This design comes from an exercise in tuning for small area, a short achievable clock period and few clock cycles on the open sky130 flow, not from production work. The RTL of this run was laid out without a check of its function.

==> flow/config.mk <==
export PLATFORM = sky130hd
export DESIGN_NAME = sqrt_u32
export DESIGN_NICKNAME = sqrt_u32
export VERILOG_FILES = /design/flow/design.v
export SDC_FILE = /design/flow/constraint.sdc
export NUM_CORES = 4
export LEC_CHECK = 0
export CAP_MARGIN = 20
export CORE_MARGIN = 2
export CORE_UTILIZATION = 40
export SLEW_MARGIN = 20
==> flow/constraint.sdc <==
create_clock -name core_clock -period 10.0 [get_ports {clk}]
set_input_delay 2.0000 -clock core_clock [delete_from_list [all_inputs] [get_ports {clk}]]
set_output_delay 2.0000 -clock core_clock [all_outputs]
set_load 0.01 [all_outputs]
==> flow/design.v <==
module sqrt_u32(
        input             clk,
        input             rst_n,
        input             vld_in,
        input      [31:0] x,
        output reg        vld_out,
        output     [15:0] y
    );
    reg          busy;
    reg [3:0]    c;                         
    reg [16:0]   r;                         
    reg [11:0]   xh;                        
    reg [15:0]   z;                         
    assign y = z;
    function [32:0] step(input [32:0] rq, input [1:0] xx);
        reg [17:0] a;
        reg [17:0] b;
        reg [17:0] d;
        reg        s;
        begin
            s = rq[32];
            a = {rq[31:16], xx};
            b = {~s, rq[14:0] ^ {15{~s}}, 1'b1, s};
            d = a + b + {17'd0, ~s};
            step = {d[16:0], rq[14:0], ~d[17]};
        end
    endfunction
    function [9:0] first(input [7:0] top);
        begin
            case (top)
            8'd0: first = {6'd63, 4'd0};
            8'd1: first = {6'd0, 4'd1};
            8'd2: first = {6'd1, 4'd1};
            8'd3: first = {6'd2, 4'd1};
            8'd4: first = {6'd59, 4'd2};
            8'd5: first = {6'd60, 4'd2};
            8'd6: first = {6'd61, 4'd2};
            8'd7: first = {6'd62, 4'd2};
            8'd8: first = {6'd63, 4'd2};
            8'd9: first = {6'd0, 4'd3};
            8'd10: first = {6'd1, 4'd3};
            8'd11: first = {6'd2, 4'd3};
            8'd12: first = {6'd3, 4'd3};
            8'd13: first = {6'd4, 4'd3};
            8'd14: first = {6'd5, 4'd3};
            8'd15: first = {6'd6, 4'd3};
            8'd16: first = {6'd55, 4'd4};
            8'd17: first = {6'd56, 4'd4};
            8'd18: first = {6'd57, 4'd4};
            8'd19: first = {6'd58, 4'd4};
            8'd20: first = {6'd59, 4'd4};
            8'd21: first = {6'd60, 4'd4};
            8'd22: first = {6'd61, 4'd4};
            8'd23: first = {6'd62, 4'd4};
            8'd24: first = {6'd63, 4'd4};
            8'd25: first = {6'd0, 4'd5};
            8'd26: first = {6'd1, 4'd5};
            8'd27: first = {6'd2, 4'd5};
            8'd28: first = {6'd3, 4'd5};
            8'd29: first = {6'd4, 4'd5};
            8'd30: first = {6'd5, 4'd5};
            8'd31: first = {6'd6, 4'd5};
            8'd32: first = {6'd7, 4'd5};
            8'd33: first = {6'd8, 4'd5};
            8'd34: first = {6'd9, 4'd5};
            8'd35: first = {6'd10, 4'd5};
            8'd36: first = {6'd51, 4'd6};
            8'd37: first = {6'd52, 4'd6};
            8'd38: first = {6'd53, 4'd6};
            8'd39: first = {6'd54, 4'd6};
            8'd40: first = {6'd55, 4'd6};
            8'd41: first = {6'd56, 4'd6};
            8'd42: first = {6'd57, 4'd6};
            8'd43: first = {6'd58, 4'd6};
            8'd44: first = {6'd59, 4'd6};
            8'd45: first = {6'd60, 4'd6};
            8'd46: first = {6'd61, 4'd6};
            8'd47: first = {6'd62, 4'd6};
            8'd48: first = {6'd63, 4'd6};
            8'd49: first = {6'd0, 4'd7};
            8'd50: first = {6'd1, 4'd7};
            8'd51: first = {6'd2, 4'd7};
            8'd52: first = {6'd3, 4'd7};
            8'd53: first = {6'd4, 4'd7};
            8'd54: first = {6'd5, 4'd7};
            8'd55: first = {6'd6, 4'd7};
            8'd56: first = {6'd7, 4'd7};
            8'd57: first = {6'd8, 4'd7};
            8'd58: first = {6'd9, 4'd7};
            8'd59: first = {6'd10, 4'd7};
            8'd60: first = {6'd11, 4'd7};
            8'd61: first = {6'd12, 4'd7};
            8'd62: first = {6'd13, 4'd7};
            8'd63: first = {6'd14, 4'd7};
            8'd64: first = {6'd47, 4'd8};
            8'd65: first = {6'd48, 4'd8};
            8'd66: first = {6'd49, 4'd8};
            8'd67: first = {6'd50, 4'd8};
            8'd68: first = {6'd51, 4'd8};
            8'd69: first = {6'd52, 4'd8};
            8'd70: first = {6'd53, 4'd8};
            8'd71: first = {6'd54, 4'd8};
            8'd72: first = {6'd55, 4'd8};
            8'd73: first = {6'd56, 4'd8};
            8'd74: first = {6'd57, 4'd8};
            8'd75: first = {6'd58, 4'd8};
            8'd76: first = {6'd59, 4'd8};
            8'd77: first = {6'd60, 4'd8};
            8'd78: first = {6'd61, 4'd8};
            8'd79: first = {6'd62, 4'd8};
            8'd80: first = {6'd63, 4'd8};
            8'd81: first = {6'd0, 4'd9};
            8'd82: first = {6'd1, 4'd9};
            8'd83: first = {6'd2, 4'd9};
            8'd84: first = {6'd3, 4'd9};
            8'd85: first = {6'd4, 4'd9};
            8'd86: first = {6'd5, 4'd9};
            8'd87: first = {6'd6, 4'd9};
            8'd88: first = {6'd7, 4'd9};
            8'd89: first = {6'd8, 4'd9};
            8'd90: first = {6'd9, 4'd9};
            8'd91: first = {6'd10, 4'd9};
            8'd92: first = {6'd11, 4'd9};
            8'd93: first = {6'd12, 4'd9};
            8'd94: first = {6'd13, 4'd9};
            8'd95: first = {6'd14, 4'd9};
            8'd96: first = {6'd15, 4'd9};
            8'd97: first = {6'd16, 4'd9};
            8'd98: first = {6'd17, 4'd9};
            8'd99: first = {6'd18, 4'd9};
            8'd100: first = {6'd43, 4'd10};
            8'd101: first = {6'd44, 4'd10};
            8'd102: first = {6'd45, 4'd10};
            8'd103: first = {6'd46, 4'd10};
            8'd104: first = {6'd47, 4'd10};
            8'd105: first = {6'd48, 4'd10};
            8'd106: first = {6'd49, 4'd10};
            8'd107: first = {6'd50, 4'd10};
            8'd108: first = {6'd51, 4'd10};
            8'd109: first = {6'd52, 4'd10};
            8'd110: first = {6'd53, 4'd10};
            8'd111: first = {6'd54, 4'd10};
            8'd112: first = {6'd55, 4'd10};
            8'd113: first = {6'd56, 4'd10};
            8'd114: first = {6'd57, 4'd10};
            8'd115: first = {6'd58, 4'd10};
            8'd116: first = {6'd59, 4'd10};
            8'd117: first = {6'd60, 4'd10};
            8'd118: first = {6'd61, 4'd10};
            8'd119: first = {6'd62, 4'd10};
            8'd120: first = {6'd63, 4'd10};
            8'd121: first = {6'd0, 4'd11};
            8'd122: first = {6'd1, 4'd11};
            8'd123: first = {6'd2, 4'd11};
            8'd124: first = {6'd3, 4'd11};
            8'd125: first = {6'd4, 4'd11};
            8'd126: first = {6'd5, 4'd11};
            8'd127: first = {6'd6, 4'd11};
            8'd128: first = {6'd7, 4'd11};
            8'd129: first = {6'd8, 4'd11};
            8'd130: first = {6'd9, 4'd11};
            8'd131: first = {6'd10, 4'd11};
            8'd132: first = {6'd11, 4'd11};
            8'd133: first = {6'd12, 4'd11};
            8'd134: first = {6'd13, 4'd11};
            8'd135: first = {6'd14, 4'd11};
            8'd136: first = {6'd15, 4'd11};
            8'd137: first = {6'd16, 4'd11};
            8'd138: first = {6'd17, 4'd11};
            8'd139: first = {6'd18, 4'd11};
            8'd140: first = {6'd19, 4'd11};
            8'd141: first = {6'd20, 4'd11};
            8'd142: first = {6'd21, 4'd11};
            8'd143: first = {6'd22, 4'd11};
            8'd144: first = {6'd39, 4'd12};
            8'd145: first = {6'd40, 4'd12};
            8'd146: first = {6'd41, 4'd12};
            8'd147: first = {6'd42, 4'd12};
            8'd148: first = {6'd43, 4'd12};
            8'd149: first = {6'd44, 4'd12};
            8'd150: first = {6'd45, 4'd12};
            8'd151: first = {6'd46, 4'd12};
            8'd152: first = {6'd47, 4'd12};
            8'd153: first = {6'd48, 4'd12};
            8'd154: first = {6'd49, 4'd12};
            8'd155: first = {6'd50, 4'd12};
            8'd156: first = {6'd51, 4'd12};
            8'd157: first = {6'd52, 4'd12};
            8'd158: first = {6'd53, 4'd12};
            8'd159: first = {6'd54, 4'd12};
            8'd160: first = {6'd55, 4'd12};
            8'd161: first = {6'd56, 4'd12};
            8'd162: first = {6'd57, 4'd12};
            8'd163: first = {6'd58, 4'd12};
            8'd164: first = {6'd59, 4'd12};
            8'd165: first = {6'd60, 4'd12};
            8'd166: first = {6'd61, 4'd12};
            8'd167: first = {6'd62, 4'd12};
            8'd168: first = {6'd63, 4'd12};
            8'd169: first = {6'd0, 4'd13};
            8'd170: first = {6'd1, 4'd13};
            8'd171: first = {6'd2, 4'd13};
            8'd172: first = {6'd3, 4'd13};
            8'd173: first = {6'd4, 4'd13};
            8'd174: first = {6'd5, 4'd13};
            8'd175: first = {6'd6, 4'd13};
            8'd176: first = {6'd7, 4'd13};
            8'd177: first = {6'd8, 4'd13};
            8'd178: first = {6'd9, 4'd13};
            8'd179: first = {6'd10, 4'd13};
            8'd180: first = {6'd11, 4'd13};
            8'd181: first = {6'd12, 4'd13};
            8'd182: first = {6'd13, 4'd13};
            8'd183: first = {6'd14, 4'd13};
            8'd184: first = {6'd15, 4'd13};
            8'd185: first = {6'd16, 4'd13};
            8'd186: first = {6'd17, 4'd13};
            8'd187: first = {6'd18, 4'd13};
            8'd188: first = {6'd19, 4'd13};
            8'd189: first = {6'd20, 4'd13};
            8'd190: first = {6'd21, 4'd13};
            8'd191: first = {6'd22, 4'd13};
            8'd192: first = {6'd23, 4'd13};
            8'd193: first = {6'd24, 4'd13};
            8'd194: first = {6'd25, 4'd13};
            8'd195: first = {6'd26, 4'd13};
            8'd196: first = {6'd35, 4'd14};
            8'd197: first = {6'd36, 4'd14};
            8'd198: first = {6'd37, 4'd14};
            8'd199: first = {6'd38, 4'd14};
            8'd200: first = {6'd39, 4'd14};
            8'd201: first = {6'd40, 4'd14};
            8'd202: first = {6'd41, 4'd14};
            8'd203: first = {6'd42, 4'd14};
            8'd204: first = {6'd43, 4'd14};
            8'd205: first = {6'd44, 4'd14};
            8'd206: first = {6'd45, 4'd14};
            8'd207: first = {6'd46, 4'd14};
            8'd208: first = {6'd47, 4'd14};
            8'd209: first = {6'd48, 4'd14};
            8'd210: first = {6'd49, 4'd14};
            8'd211: first = {6'd50, 4'd14};
            8'd212: first = {6'd51, 4'd14};
            8'd213: first = {6'd52, 4'd14};
            8'd214: first = {6'd53, 4'd14};
            8'd215: first = {6'd54, 4'd14};
            8'd216: first = {6'd55, 4'd14};
            8'd217: first = {6'd56, 4'd14};
            8'd218: first = {6'd57, 4'd14};
            8'd219: first = {6'd58, 4'd14};
            8'd220: first = {6'd59, 4'd14};
            8'd221: first = {6'd60, 4'd14};
            8'd222: first = {6'd61, 4'd14};
            8'd223: first = {6'd62, 4'd14};
            8'd224: first = {6'd63, 4'd14};
            8'd225: first = {6'd0, 4'd15};
            8'd226: first = {6'd1, 4'd15};
            8'd227: first = {6'd2, 4'd15};
            8'd228: first = {6'd3, 4'd15};
            8'd229: first = {6'd4, 4'd15};
            8'd230: first = {6'd5, 4'd15};
            8'd231: first = {6'd6, 4'd15};
            8'd232: first = {6'd7, 4'd15};
            8'd233: first = {6'd8, 4'd15};
            8'd234: first = {6'd9, 4'd15};
            8'd235: first = {6'd10, 4'd15};
            8'd236: first = {6'd11, 4'd15};
            8'd237: first = {6'd12, 4'd15};
            8'd238: first = {6'd13, 4'd15};
            8'd239: first = {6'd14, 4'd15};
            8'd240: first = {6'd15, 4'd15};
            8'd241: first = {6'd16, 4'd15};
            8'd242: first = {6'd17, 4'd15};
            8'd243: first = {6'd18, 4'd15};
            8'd244: first = {6'd19, 4'd15};
            8'd245: first = {6'd20, 4'd15};
            8'd246: first = {6'd21, 4'd15};
            8'd247: first = {6'd22, 4'd15};
            8'd248: first = {6'd23, 4'd15};
            8'd249: first = {6'd24, 4'd15};
            8'd250: first = {6'd25, 4'd15};
            8'd251: first = {6'd26, 4'd15};
            8'd252: first = {6'd27, 4'd15};
            8'd253: first = {6'd28, 4'd15};
            8'd254: first = {6'd29, 4'd15};
            8'd255: first = {6'd30, 4'd15};
            default: first = 10'd0;
            endcase
        end
    endfunction
    wire [14:0] valid = {(c[3] & (c[2] | (c[1] & c[0]))),
                     (c[3] & (c[2] | c[1])),
                     (c[3] & (c[2] | (c[1] | c[0]))),
                     c[3],
                     (c[3] | (c[2] & (c[1] & c[0]))),
                     (c[3] | (c[2] & c[1])),
                     (c[3] | (c[2] & (c[1] | c[0]))),
                     (c[3] | c[2]),
                     (c[3] | (c[2] | (c[1] & c[0]))),
                     (c[3] | (c[2] | c[1])),
                     (c[3] | (c[2] | (c[1] | c[0]))),
                     1'b1,
                     1'b1,
                     1'b1,
                     1'b1};
    wire [9:0] ld = first(x[31:24]);
    reg [32:0] it;                          
    integer k;
    always @* begin
        it = {r, 1'b0, z[14:0] & valid};
        for (k = 0; k < 1; k = k + 1)
            it = step(it, {xh[11-k], z[15-k]});
    end
    always @(posedge clk or negedge rst_n) begin
        if (!rst_n) begin
            busy    <= 1'b0;
            vld_out <= 1'b0;
        end else begin
            vld_out <= busy && c == 4'd11;
            if (!busy)
                busy <= vld_in;
            else if (c == 4'd11)
                busy <= 1'b0;
        end
    end
    always @(posedge clk) begin
        if (!busy) begin
            r  <= {{11{ld[9]}}, ld[9:4]};
            xh <= {x[23], x[21], x[19], x[17], x[15], x[13], x[11], x[9], x[7], x[5], x[3], x[1]};
            z  <= {x[22], x[20], x[18], x[16], x[14], x[12], x[10], x[8], x[6], x[4], x[2], x[0], ld[3:0]};
            c  <= 4'd0;
        end else begin
            r  <= it[32:16];
            xh <= xh << 1;
            z  <= {z[14:0], it[0:0]};
            c  <= c + 4'd1;
        end
    end
endmodule
==> flow/flow/run.sh <==
#!/bin/bash
set -euo pipefail
MARGIN=$(cat flow/margin.txt)
bash standard.sh \
  "SETUP_SLACK_MARGIN=$MARGIN" \
  "BUFFER_PORTS_ARGS=-buffer_cell sky130_fd_sc_hd__buf_1" \
  finish > standard.log 2>&1
==> flow/flow/margin.txt <==
7.0
==> flow/standard.sh <==
#!/bin/bash
# synth_recipe.tcl (not shown) runs the flow's synth.tcl, then flattens the netlist and writes it again
# the make line also repeats each setting of config.mk as NAME=value (left out here)
make -C /OpenROAD-flow-scripts/flow DESIGN_CONFIG=/design/flow/config.mk WORK_HOME=/design/flow/orfs CLKGATE_MAP_FILE= SYNTH_SCRIPT=/design/flow/synth_recipe.tcl "${@:-finish}"
==> run notes <==
-- worst register-to-register path, delay by kind of cell (launching register included) --
family | cells | cell delay [ps]
AOI/OAI and AO/OA | 4 | 970
and+or+nand+nor | 3 | 650
adders and majority gates | 2 | 490
DFF | 1 | 360
xor gates and xnor gates | 1 | 180
buffers and inverters | 2 | 170
-- state kept, by name (all words and copies together) (netlist names) --
register,count
busy,1
c,4
r,17
vld_out,1
xh,12
z,16
-- routing by layer --
layer,up-vias,wire [µm],GRT usage [%]
li1,1516,-,-
met1,1412,4050,25.9
met2,66,3950,29.5
met3,7,357,2.79
met4,0,73,3.76
met5,-,0,0
-- Yosys cell counts, types with 8 or more instances --
| cell | instances | area, µm² |
|---|---|---|
| dfxtp_1 | 49 | 981 |
| a21oi_1 | 22 | 110 |
| mux2_2 | 23 | 259 |
| o21ai_0 | 20 | 100 |
| nor2_1 | 27 | 101 |
| inv_1 | 23 | 86.3 |
| nand2b_1 | 9 | 56.3 |
| nand2_1 | 24 | 90.1 |
| xnor2_1 | 24 | 210 |
| o31ai_1 | 8 | 60.1 |
| ha_1 | 26 | 325 |
| buf_2 | 8 | 40.0 |
-- what timing repair did --
action	4_1_cts	5_1_grt
endpoints found under the setup margin	17	16
resized for setup	60	15
buffers inserted	11	10
gates cloned	1	0
pin swaps	16	12
-- logic make-up after synthesis --
family / after synthesis / synth area share (%)
muxes: 26 / 8.80
AOI/OAI and AO/OA: 108 / 23.3
buffers and inverters: 45 / 5.48
adders and majority gates: 26 / 9.49
DFF: 51 / 30.1
xor gates and xnor gates: 30 / 7.67
and+or+nand+nor: 102 / 15.2
-- stage by stage --
step / setup WS (ps) / std cells / hold WS [ps]
floorplan: 6730 / 388 / 433
global placement: 5550 / 523 / 441
detailed placement: 5490 / 523 / 442
CTS: 6860 / 542 / 464
global route: 6810 / 552 / 472
finish: 6880 / 552 / 458
-- final timing paths --
check / slack [ps] / start / cells after the start / end
worst max-delay path: 6880 / x[25] / 9 / r[12]$_DFF_P_
worst min register to register: 460 / xh[5]$_DFF_P_ / 1 / xh[6]$_DFF_P_
worst max register to register: 7070 / c[1]$_SDFF_PN0_ / 12 / r[12]$_DFF_P_
worst min-delay path: 460 / xh[5]$_DFF_P_ / 1 / xh[6]$_DFF_P_
min in group asynchronous: 1470 / rst_n / 1 / vld_out$_DFF_PN0_
max in group asynchronous: 8390 / rst_n / 1 / busy$_DFF_PN0_
-- placed cells by master (no fill, tap or decap), types with 17 or more instances in the layout --
cell      n
dfxtp_1  45
buf_1    43
xnor2_1  24
nor2_1   24
ha_1     24
nand2_1  23
mux2_2   23
inv_1    19
a21oi_1  19
buf_4    19
o21ai_0  17
-- cell type report --
class                           count  area (µm²)
Fill cell                         783        3980
Multi-Input combinational cell    292        2410
Sequential cell                    51        1040
Timing Repair Buffer               74         505
Tap cell                          105         131
Inverter                           23         110
Clock buffer                        6        82.6
Clock inverter                      1        5.00
==> reports/metrics.cfg <==
[die]
die_h_um=96.6
placeableCoreArea_um2=8260
initial_utilization_pct=41.5
die_x_um=96.6
pin_count=52
rows=33
dieArea_um2=9320

[worst_setup_path]
path_cells=buf_8 -> inv_12 -> ha_4 -> nand2b_4 -> a21oi_2 -> o221ai_2 -> a221oi_4 -> buf_6 -> or3_1
worstPathRequired_ps=10190
crit_path_start_kind=input pin
cpPeakStageDelay_ps=290
cp_max_fo=8
crit_arrival_ps=3320
worstSetupPathType=input pin to flop
critPathTopFamily=simple AND/OR/NAND/NOR gates
cp-end-kind=flop
path_buf_inv=3
crit_slowest_cell=or3_1

[route]
via_count=3001
drt_iter0_drc=237
drc=0
wl_per_cell_um=15.3
postRouteAntennaNets=0
via_per_inst=5.44
wl_um=8430
drt_first_pass_iters=4

[yosys]
syn_area_per_cell_um2=8.83
yosysSeqAreaShare_pct=30.1
synth_edf_count=0
synth_ff_type=dfxtp_1
postSynthCellCount=388
synth.distinct_cells=63
synth-seq-cells=51
syn_area_um2=3430
synthesis.nets=449
async_flop_share_pct=3.92
yosys_warnings=1

[global_routing]
grt_pass1_vias=2787
grtUsageTotal_pct=18.3
antenna_found_initial=0
grt_max_degree=66
overflow=0
grt_pass1_wl_um=13400

[placement]
portBuffers=51
placed_area_um2=3720
gp_congestion=0.951
dpl.hpwl_um=5860

[timing]
finalSetupViolations=0
skew_ps=11.7
tightestPinTransition_ps=713
fmax_ghz=0.320
slew_violations=0
period_share_pct=31.2
grt_setup_unrepaired=yes
fin_setup_tns_ps=0
min_period_ps=3120
relSlewSlack_pct=52.5
hold_viol=0

[outcome]
status=complete, no violations

[cts]
numClockSinks=51
numCtsBuffers=5
clockBufferDepth=2
clock_latency_ps=310
root_buffer=clkbuf_8
htreeDepth=2
cts_tree=yes
ctsHoldBuffers=0
clk_pin_slew_ps=90

[cells_and_area]
antenna_cells=0
postLayoutCellArea_um2=4280
fin_util_pct=51.8
drive_gt1_share_pct=25.3
area_growth_pct=24.9
layout.nets=508

[run]
drv_cap=0

[worst_hold_path]
hp-class=flop to flop

## separate check: timing with driven ports
In the flow no input, the clock included, has a driving cell. The finished layout below was timed again as built, in two steps.
Step 1 assumes that a clkbuf_16 drives the clock port and a buf_2 every other input.
Step 2 adds t to the input delays and takes it off the output delays; t is the mean of the earliest and latest rising clock arrival at the registers after step 1. Input paths then give back, and output paths get back, about the clock's delay inside the block.
Three values: no drivers, after step 1, after step 2; two values: the first two.
t, ns: 0.332
setup slack, ns: 6.877 / 6.858 / 6.526
hold slack, ns: 0.458 / 0.458 / 0.458
worst register clock-pin slew, ns: 0.10 / 0.10
After both steps this run still meets setup and hold. For this run, drivers alone change the setup slack by -0.019 ns; drivers and shift together by -0.351 ns.
